Source: an optimization exercise on an open RTL-to-GDS flow (aim: small area and a short achievable clock period). Production flows keep margins and buffers that such runs may drop.
No run shown here included a check of the RTL's function; only the layout flow was run.

## flow/design.v (module list and top-level ports; edited modules follow where they fit)
// module MultiTop: 20 lines
// module FA: 4 lines
// module HA: 4 lines
// module BENC: 8 lines
// module BENC2: 10 lines
// module INV: 3 lines
// module NAND2: 3 lines
// module XOR2: 3 lines
// module AND2: 3 lines
// module AO21: 3 lines
// module XNOR: 3 lines
// module PPSEL: 3 lines
// module Multi: 1163 lines
module MultiTop(
    input             clk,
    input      [31:0] a,
    input      [31:0] b,
    output reg [31:0] prod
);
  // ...
==> flow/flow/run.sh <==
#!/bin/bash
# The standard layout (the standard.sh, standard synthesis included), except that the
# buffers buffer_ports puts on every input and output port are buf_1 cells rather than the
# clkdlybuf4s50_1 delay cells it picks by default. The make output goes to standard.log;
# ORFS keeps each step's own log under orfs/logs/.
set -euo pipefail
bash standard.sh BUFFER_PORTS_ARGS="-buffer_cell sky130_fd_sc_hd__buf_1" finish > standard.log 2>&1
==> flow/standard.sh <==
#!/bin/bash
# synth_recipe.tcl (not shown) runs the flow's synth.tcl, then flattens the netlist and writes it again
# the make line also repeats each setting of config.mk as NAME=value (left out here)
make -C /OpenROAD-flow-scripts/flow DESIGN_CONFIG=/design/flow/config.mk WORK_HOME=/design/flow/orfs CLKGATE_MAP_FILE= SYNTH_SCRIPT=/design/flow/synth_recipe.tcl "${@:-finish}"
==> flow/config.mk <==
export PLATFORM = sky130hd
export DESIGN_NAME = MultiTop
export DESIGN_NICKNAME = MultiTop
export VERILOG_FILES = /design/flow/design.v
export SDC_FILE = /design/flow/constraint.sdc
export NUM_CORES = 4
export LEC_CHECK = 0
export CAP_MARGIN = 20
export CORE_MARGIN = 2
export CORE_UTILIZATION = 40
export SLEW_MARGIN = 75
export SYNTH_HIERARCHICAL = 1
export SYNTH_MINIMUM_KEEP_SIZE = 0
==> flow/constraint.sdc <==
create_clock -name core_clock -period 17.0 [get_ports {clk}]
set_input_delay 3.4000 -clock core_clock [delete_from_list [all_inputs] [get_ports {clk}]]
set_output_delay 3.4000 -clock core_clock [all_outputs]
set_load 0.01 [all_outputs]
==> qor.yml, run 1 <==
finish:
  final_common_cell: "xnor2_1"
  multi_input_area_share_pct: 74.37
  inv_count: 18
  buffers: 147
  final_nets: 1614
  area_growth_pct: 14.85
  seq_cells: 96
  final_cell_mix: "xnor2_1, o22ai_1, fa_1, buf_1, xor2_1"
timing:
  rsz0062_at_grt: "false"
  period_minus_slack_ns: 5.637
  finClkSkew_ns: 0.01176
  max_freq_mhz: 177.4
  setup_slack_ns: 11.36
yosys:
  synth_edf_count: 0
  ys_ff_latch: 96
  synth_top_area_share_pct: 32.01
  syn_inst: 1142
  synth_top_family_by_area: "adder cells"
worst_setup_path:
  cp_data_required_time_ns: 17.26
  timing.rr.end: "prod[28]$_DFF_P_"
grt:
  gr-usage-met3_pct: 3.689
  grt_pass1_vias: 10180
  track_usage_pct: 22.17
  antenna_found_initial: 0
outcome:
  status: "no timing/DRC/antenna violations"
placement:
  dp_slack_ns: 11.33
  io_buffer_count: 96
drt:
  vias_per_cell: 5.688
  wl_met2_um: 16380
worst_hold_path:
  hp-class: "reg2reg"
floorplanning:
  die_x_um: 181.3
clocking:
  cts_tree: "done"
  cts_setup_buffers: 0
  cts_root_buf: "clkbuf_16"
==> run 2, diff against run 1 <==
--- a/flow/design.v
+++ b/flow/design.v
@@ -578,19 +578,18 @@
     PPSEL sel8_8(.onen(onen8b), .xn0(xn8[8]), .twon(twon8b), .xn1(xn8[7]), .pp(pp8[8]));
     PPSEL sel8_9(.onen(onen8b), .xn0(xn8[9]), .twon(twon8b), .xn1(xn8[8]), .pp(pp8[9]));
     PPSEL sel8_10(.onen(onen8b), .xn0(xn8[10]), .twon(twon8b), .xn1(xn8[9]), .pp(pp8[10]));
     PPSEL sel8_11(.onen(onen8b), .xn0(xn8[11]), .twon(twon8b), .xn1(xn8[10]), .pp(pp8[11]));
     PPSEL sel8_12(.onen(onen8b), .xn0(xn8[12]), .twon(twon8b), .xn1(xn8[11]), .pp(pp8[12]));
     PPSEL sel8_13(.onen(onen8b), .xn0(xn8[13]), .twon(twon8b), .xn1(xn8[12]), .pp(pp8[13]));
     PPSEL sel8_14(.onen(onen8b), .xn0(xn8[14]), .twon(twon8b), .xn1(xn8[13]), .pp(pp8[14]));
     PPSEL sel8_15(.onen(onen8b), .xn0(xn8[15]), .twon(twon8b), .xn1(xn8[14]), .pp(pp8[15]));
-    wire onen9, twon9, neg9;
-    BENC benc9(.b2(b[19]), .b1(b[18]), .b0(b[17]), .onen(onen9), .twon(twon9), .neg(neg9));
-    wire onen9b = onen9, twon9b = twon9;
+    wire onen9, twon9, onen9b, twon9b, neg9;
+    BENC2 benc9(.b2(b[19]), .b1(b[18]), .b0(b[17]), .onen(onen9), .twon(twon9), .onenb(onen9b), .twonb(twon9b), .neg(neg9));
     wire [13:0] xn9;
     XNOR xnor9_0(.a(a[0]), .b(b[19]), .y(xn9[0]));
     XNOR xnor9_1(.a(a[1]), .b(b[19]), .y(xn9[1]));
     XNOR xnor9_2(.a(a[2]), .b(b[19]), .y(xn9[2]));
     XNOR xnor9_3(.a(a[3]), .b(b[19]), .y(xn9[3]));
     XNOR xnor9_4(.a(a[4]), .b(b[19]), .y(xn9[4]));
     XNOR xnor9_5(.a(a[5]), .b(b[19]), .y(xn9[5]));
     XNOR xnor9_6(.a(a[6]), .b(b[19]), .y(xn9[6]));
@@ -612,19 +611,18 @@
     PPSEL sel9_6(.onen(onen9), .xn0(xn9[6]), .twon(twon9), .xn1(xn9[5]), .pp(pp9[6]));
     PPSEL sel9_7(.onen(onen9b), .xn0(xn9[7]), .twon(twon9b), .xn1(xn9[6]), .pp(pp9[7]));
     PPSEL sel9_8(.onen(onen9b), .xn0(xn9[8]), .twon(twon9b), .xn1(xn9[7]), .pp(pp9[8]));
     PPSEL sel9_9(.onen(onen9b), .xn0(xn9[9]), .twon(twon9b), .xn1(xn9[8]), .pp(pp9[9]));
     PPSEL sel9_10(.onen(onen9b), .xn0(xn9[10]), .twon(twon9b), .xn1(xn9[9]), .pp(pp9[10]));
     PPSEL sel9_11(.onen(onen9b), .xn0(xn9[11]), .twon(twon9b), .xn1(xn9[10]), .pp(pp9[11]));
     PPSEL sel9_12(.onen(onen9b), .xn0(xn9[12]), .twon(twon9b), .xn1(xn9[11]), .pp(pp9[12]));
     PPSEL sel9_13(.onen(onen9b), .xn0(xn9[13]), .twon(twon9b), .xn1(xn9[12]), .pp(pp9[13]));
-    wire onen10, twon10, neg10;
-    BENC benc10(.b2(b[21]), .b1(b[20]), .b0(b[19]), .onen(onen10), .twon(twon10), .neg(neg10));
-    wire onen10b = onen10, twon10b = twon10;
+    wire onen10, twon10, onen10b, twon10b, neg10;
+    BENC2 benc10(.b2(b[21]), .b1(b[20]), .b0(b[19]), .onen(onen10), .twon(twon10), .onenb(onen10b), .twonb(twon10b), .neg(neg10));
     wire [11:0] xn10;
     XNOR xnor10_0(.a(a[0]), .b(b[21]), .y(xn10[0]));
     XNOR xnor10_1(.a(a[1]), .b(b[21]), .y(xn10[1]));
     XNOR xnor10_2(.a(a[2]), .b(b[21]), .y(xn10[2]));
     XNOR xnor10_3(.a(a[3]), .b(b[21]), .y(xn10[3]));
     XNOR xnor10_4(.a(a[4]), .b(b[21]), .y(xn10[4]));
     XNOR xnor10_5(.a(a[5]), .b(b[21]), .y(xn10[5]));
     XNOR xnor10_6(.a(a[6]), .b(b[21]), .y(xn10[6]));
@@ -642,19 +640,18 @@
     PPSEL sel10_4(.onen(onen10), .xn0(xn10[4]), .twon(twon10), .xn1(xn10[3]), .pp(pp10[4]));
     PPSEL sel10_5(.onen(onen10), .xn0(xn10[5]), .twon(twon10), .xn1(xn10[4]), .pp(pp10[5]));
     PPSEL sel10_6(.onen(onen10b), .xn0(xn10[6]), .twon(twon10b), .xn1(xn10[5]), .pp(pp10[6]));
     PPSEL sel10_7(.onen(onen10b), .xn0(xn10[7]), .twon(twon10b), .xn1(xn10[6]), .pp(pp10[7]));
     PPSEL sel10_8(.onen(onen10b), .xn0(xn10[8]), .twon(twon10b), .xn1(xn10[7]), .pp(pp10[8]));
     PPSEL sel10_9(.onen(onen10b), .xn0(xn10[9]), .twon(twon10b), .xn1(xn10[8]), .pp(pp10[9]));
     PPSEL sel10_10(.onen(onen10b), .xn0(xn10[10]), .twon(twon10b), .xn1(xn10[9]), .pp(pp10[10]));
     PPSEL sel10_11(.onen(onen10b), .xn0(xn10[11]), .twon(twon10b), .xn1(xn10[10]), .pp(pp10[11]));
-    wire onen11, twon11, neg11;
-    BENC benc11(.b2(b[23]), .b1(b[22]), .b0(b[21]), .onen(onen11), .twon(twon11), .neg(neg11));
-    wire onen11b = onen11, twon11b = twon11;
+    wire onen11, twon11, onen11b, twon11b, neg11;
+    BENC2 benc11(.b2(b[23]), .b1(b[22]), .b0(b[21]), .onen(onen11), .twon(twon11), .onenb(onen11b), .twonb(twon11b), .neg(neg11));
     wire [9:0] xn11;
     XNOR xnor11_0(.a(a[0]), .b(b[23]), .y(xn11[0]));
     XNOR xnor11_1(.a(a[1]), .b(b[23]), .y(xn11[1]));
     XNOR xnor11_2(.a(a[2]), .b(b[23]), .y(xn11[2]));
     XNOR xnor11_3(.a(a[3]), .b(b[23]), .y(xn11[3]));
     XNOR xnor11_4(.a(a[4]), .b(b[23]), .y(xn11[4]));
     XNOR xnor11_5(.a(a[5]), .b(b[23]), .y(xn11[5]));
     XNOR xnor11_6(.a(a[6]), .b(b[23]), .y(xn11[6]));
@@ -668,19 +665,18 @@
     PPSEL sel11_2(.onen(onen11), .xn0(xn11[2]), .twon(twon11), .xn1(xn11[1]), .pp(pp11[2]));
     PPSEL sel11_3(.onen(onen11), .xn0(xn11[3]), .twon(twon11), .xn1(xn11[2]), .pp(pp11[3]));
     PPSEL sel11_4(.onen(onen11), .xn0(xn11[4]), .twon(twon11), .xn1(xn11[3]), .pp(pp11[4]));
     PPSEL sel11_5(.onen(onen11b), .xn0(xn11[5]), .twon(twon11b), .xn1(xn11[4]), .pp(pp11[5]));
     PPSEL sel11_6(.onen(onen11b), .xn0(xn11[6]), .twon(twon11b), .xn1(xn11[5]), .pp(pp11[6]));
     PPSEL sel11_7(.onen(onen11b), .xn0(xn11[7]), .twon(twon11b), .xn1(xn11[6]), .pp(pp11[7]));
     PPSEL sel11_8(.onen(onen11b), .xn0(xn11[8]), .twon(twon11b), .xn1(xn11[7]), .pp(pp11[8]));
     PPSEL sel11_9(.onen(onen11b), .xn0(xn11[9]), .twon(twon11b), .xn1(xn11[8]), .pp(pp11[9]));
-    wire onen12, twon12, neg12;
-    BENC benc12(.b2(b[25]), .b1(b[24]), .b0(b[23]), .onen(onen12), .twon(twon12), .neg(neg12));
-    wire onen12b = onen12, twon12b = twon12;
+    wire onen12, twon12, onen12b, twon12b, neg12;
+    BENC2 benc12(.b2(b[25]), .b1(b[24]), .b0(b[23]), .onen(onen12), .twon(twon12), .onenb(onen12b), .twonb(twon12b), .neg(neg12));
     wire [7:0] xn12;
     XNOR xnor12_0(.a(a[0]), .b(b[25]), .y(xn12[0]));
     XNOR xnor12_1(.a(a[1]), .b(b[25]), .y(xn12[1]));
     XNOR xnor12_2(.a(a[2]), .b(b[25]), .y(xn12[2]));
     XNOR xnor12_3(.a(a[3]), .b(b[25]), .y(xn12[3]));
     XNOR xnor12_4(.a(a[4]), .b(b[25]), .y(xn12[4]));
     XNOR xnor12_5(.a(a[5]), .b(b[25]), .y(xn12[5]));
     XNOR xnor12_6(.a(a[6]), .b(b[25]), .y(xn12[6]));
==> qor.yml, run 2 <==
yosys:
  syn_area_per_cell_um2: 10.97
  ys_types: 13
  synth-seq-area-share_pct: 15.23
  yosysMostFrequentCell: "xnor2_1"
  synth_area_leaders: "fa_1, xnor2_1, dfxtp_1, o22ai_1, ha_1"
  async_flop_share_pct: 0
  synth_top_cell_by_area: "fa_1"
  synth_fp_nets: 1471
  yosysWarnings: 7
  synth_top_area_share_pct: 31.89  # -0.13 points
  syn_inst: 1150  # +0.70%
  synth_area_um2: 12620
  ys_ff_latch: 96  # unchanged
  synthTopCellsByCount: "xnor2_1, o22ai_1, fa_1, dfxtp_1, xor2_1"
  ys.flop_type: "dfxtp_1"
  synth_edf_count: 0  # unchanged
drt:
  wl_met2_um: 16930  # +3.4%
  wl_met1_um: 15080
  first_iter_violations: 881
  drc: 0
  first_pass_iters: 7
  postRouteAntennaNets: 0
  wl_met3_um: 2750
  routed-via-count: 9747
  top_layer_used: "met4"
  drt_wl_total_um: 35660
  detail_route.wl_per_cell_um: 20.97
  vias_per_cell: 5.734  # +0.81%
floorplanning:
  pin_count: 97
  core_area_um2: 31310
  dieHeight_um: 181.6
  rows: 65
  dieArea_um2: 32990
  die_x_um: 181.6  # +0.20%
  initial_core_util_pct: 40.30
finish:
  final_cell_mix: "xnor2_1, o22ai_1, fa_1, buf_1, xor2_1"
  drive_gt1_share_pct: 11.63
  largestRegisters: "a_q x32, b_q x32, prod x32"
  final_nets: 1614  # unchanged
  diodes: 0
  area_growth_pct: 14.83  # about the same
  utilization_pct: 46.28
  final_common_cell: "xnor2_1"
placement:
  io_buffer_count: 96  # unchanged
  place.gp.congestion: 0.9093
  dp_hpwl_um: 27850
timing:
  period_share_pct: 33.61
  tns_ns: 0
  tightest_slew_ns: 0.3884
  finClkSkew_ns: 0.009990  # -0.001768 ns
  slew_violations: 0
  hold_viol_final: 0
  final-setup-viol-count: 0
  relSlewSlack_pct: 73.92
  rsz0062_at_grt: "false"
  max_freq_mhz: 175.0  # -1.4%
  period_minus_slack_ns: 5.714  # +0.07720 ns
clocking:
  insertion_delay_ns: 0.38
  ctsResizeCount: 0
  cts_tree: "done"
  clk_pin_slew_ns: 0.07
  cts_buffers: 9
  cts_num_sinks: 96
  cts_root_buf: "clkbuf_16"
  cts_buffer_depth: 2
  cts_setup_buffers: 0  # unchanged
  htreeDepth: 3
  ctsHoldBuffers: 0
outcome:
  status: "no timing/DRC/antenna violations"
worst_hold_path:
  hp-class: "reg2reg"
  worstHoldStart: "b_q[1]$_DFF_P_"
worst_setup_path:
  cp.arrival_ns: 5.98
  r2r_start: "b_q[3]$_DFF_P_"
  cp_max_fo: 37
  cp_data_required_time_ns: 17.26  # about the same
  endpoint_kind: "flop"
  worstSetupStartpoint: "b_q[3]$_DFF_P_"
  critPathLaunchType: "flop"
  worst-setup-path-type: "reg2reg"
grt:
  grt_pass1_wl_um: 55790
  overflow: 0
  antenna_found_initial: 0  # unchanged
  grt_max_degree: 40
  grt_pass1_vias: 9831  # -3.4%
  track_usage_pct: 22.20  # +0.030 points
flow_run:
  max-cap-violations: 0
run 2: cell count changes in the layout (fill, tap and decap cells not counted), sizes merged, moves of 2 or more:
cell and change:
clkinv -5, clkdlybuf4s15 -3, clkbuf -2, dlymetal6s2s -2
inv +3, xnor2 +4, clkinvlp +2, nand2 +4
run 2: worst paths after layout:
| check | endpoint | slack, ns | cells after the start |
|---|---|---|---|
| max reg2reg | prod[31]$_DFF_P_ | 11.29 | 17 |
| min | prod[0]$_DFF_P_ | 0.71 | 2 |
| min reg2reg | prod[0]$_DFF_P_ | 0.71 | 2 |
| max | prod[31]$_DFF_P_ | 11.29 | 17 |
run 2: area by class of cell:
cell class,count,area [µm²]
inverters,18,67.56
clock buffers,9,225.2
well taps,402,503.0
flip-flops and latches,96,1991
clock inverters,7,62.56
fillers,2908,16820
repair buffers,139,784.5
multi-input cells,1029,10860
run 2: cells by family (layout without fill, tap and decap cells):
logic type / count (synthesis) / in the layout / share of synthesized area (%)
buffers and inverters: 25 / 173 / 0.9518
DFF: 96 / 96 / 15.23
and+or+nand+nor: 53 / 53 / 2.092
adders and majority gates: 256 / 256 / 37.34
AOI/OAI and AO/OA: 336 / 336 / 17.74
xor gates and xnor gates: 384 / 384 / 26.65
run 2: stage by stage:
stage | instances | setup slack, ns | hold slack, ns | area [µm²]
floorplan | 1150 | 10.41 | 0.8986 | 12620
global placement | 1663 | 11.01 | 0.9159 | 13600
detailed placement | 1681 | 11.26 | 0.8680 | 14010
CTS | 1697 | 11.26 | 0.8925 | 14300
global route | 1700 | 11.03 | 0.7355 | 14490
finish | 1700 | 11.29 | 0.7134 | 14490
run 2: per-module statistics from Yosys (local to each module, per instance):
module | area, µm² | times used
BENC | 11.26 | 3
XNOR | 8.758 | 314
BENC2 | 11.26 | 12
FA | 20.02 | 201
HA | 12.51 | 55
PPSEL | 6.256 | 272
XOR2 | 8.758 | 70
INV | 3.754 | 2
NAND2 | 3.754 | 27
Multi | 118.9 | 1
AND2 | 6.256 | 25
MultiTop | 1922 | 1
AO21 | 7.507 | 49
run 2: critical path: stages, from the launching register on:
cell     delay (ns)
dfxtp_2        0.33
buf_8          0.31
xor2_1         0.28
nand2_2        0.27
o22ai_1        0.38
fa_1           0.53
fa_1           0.51
fa_1           0.43
fa_1           0.54
fa_1           0.42
ha_1           0.19
ha_1           0.27
ha_1           0.32
and2_1         0.18
and2_1         0.15
and2_1         0.15
a21o_1         0.18
xor2_1         0.15
run 2: layer usage:
metal  track usage (%)  vias to the layer above
met2             36.26                      415
met1             30.23                     4825
met3             3.450                       59
met5                 0                        -
li1                  -                     4448
met4             7.285                        0

## separate check: timing with driven ports
In the flow no input, the clock included, has a driving cell. The finished layouts below were timed again as built, in two steps.
Step 1 sets driving cells, clkbuf_16 on the clock port and buf_2 on the other inputs (assumed; they add their load-dependent delay and slew).
Step 2 moves the port delays by t, midway between the first and last clock arrival at a register: inputs arrive t later, outputs are due t later. That takes back most of the time a late clock gives input paths.
Three values: no drivers, after step 1, after step 2; two values: the first two.
| run | t, ns | setup WS [ns] | clock arrival spread, ns |
|---|---|---|---|
| run 1 | 0.418 | 11.363 / 11.363 / 11.363 | 0.013 / 0.013 |
| run 2 | 0.425 | 11.286 / 11.286 / 11.286 | 0.010 / 0.010 |
After both steps setup and hold are still met in every run listed.
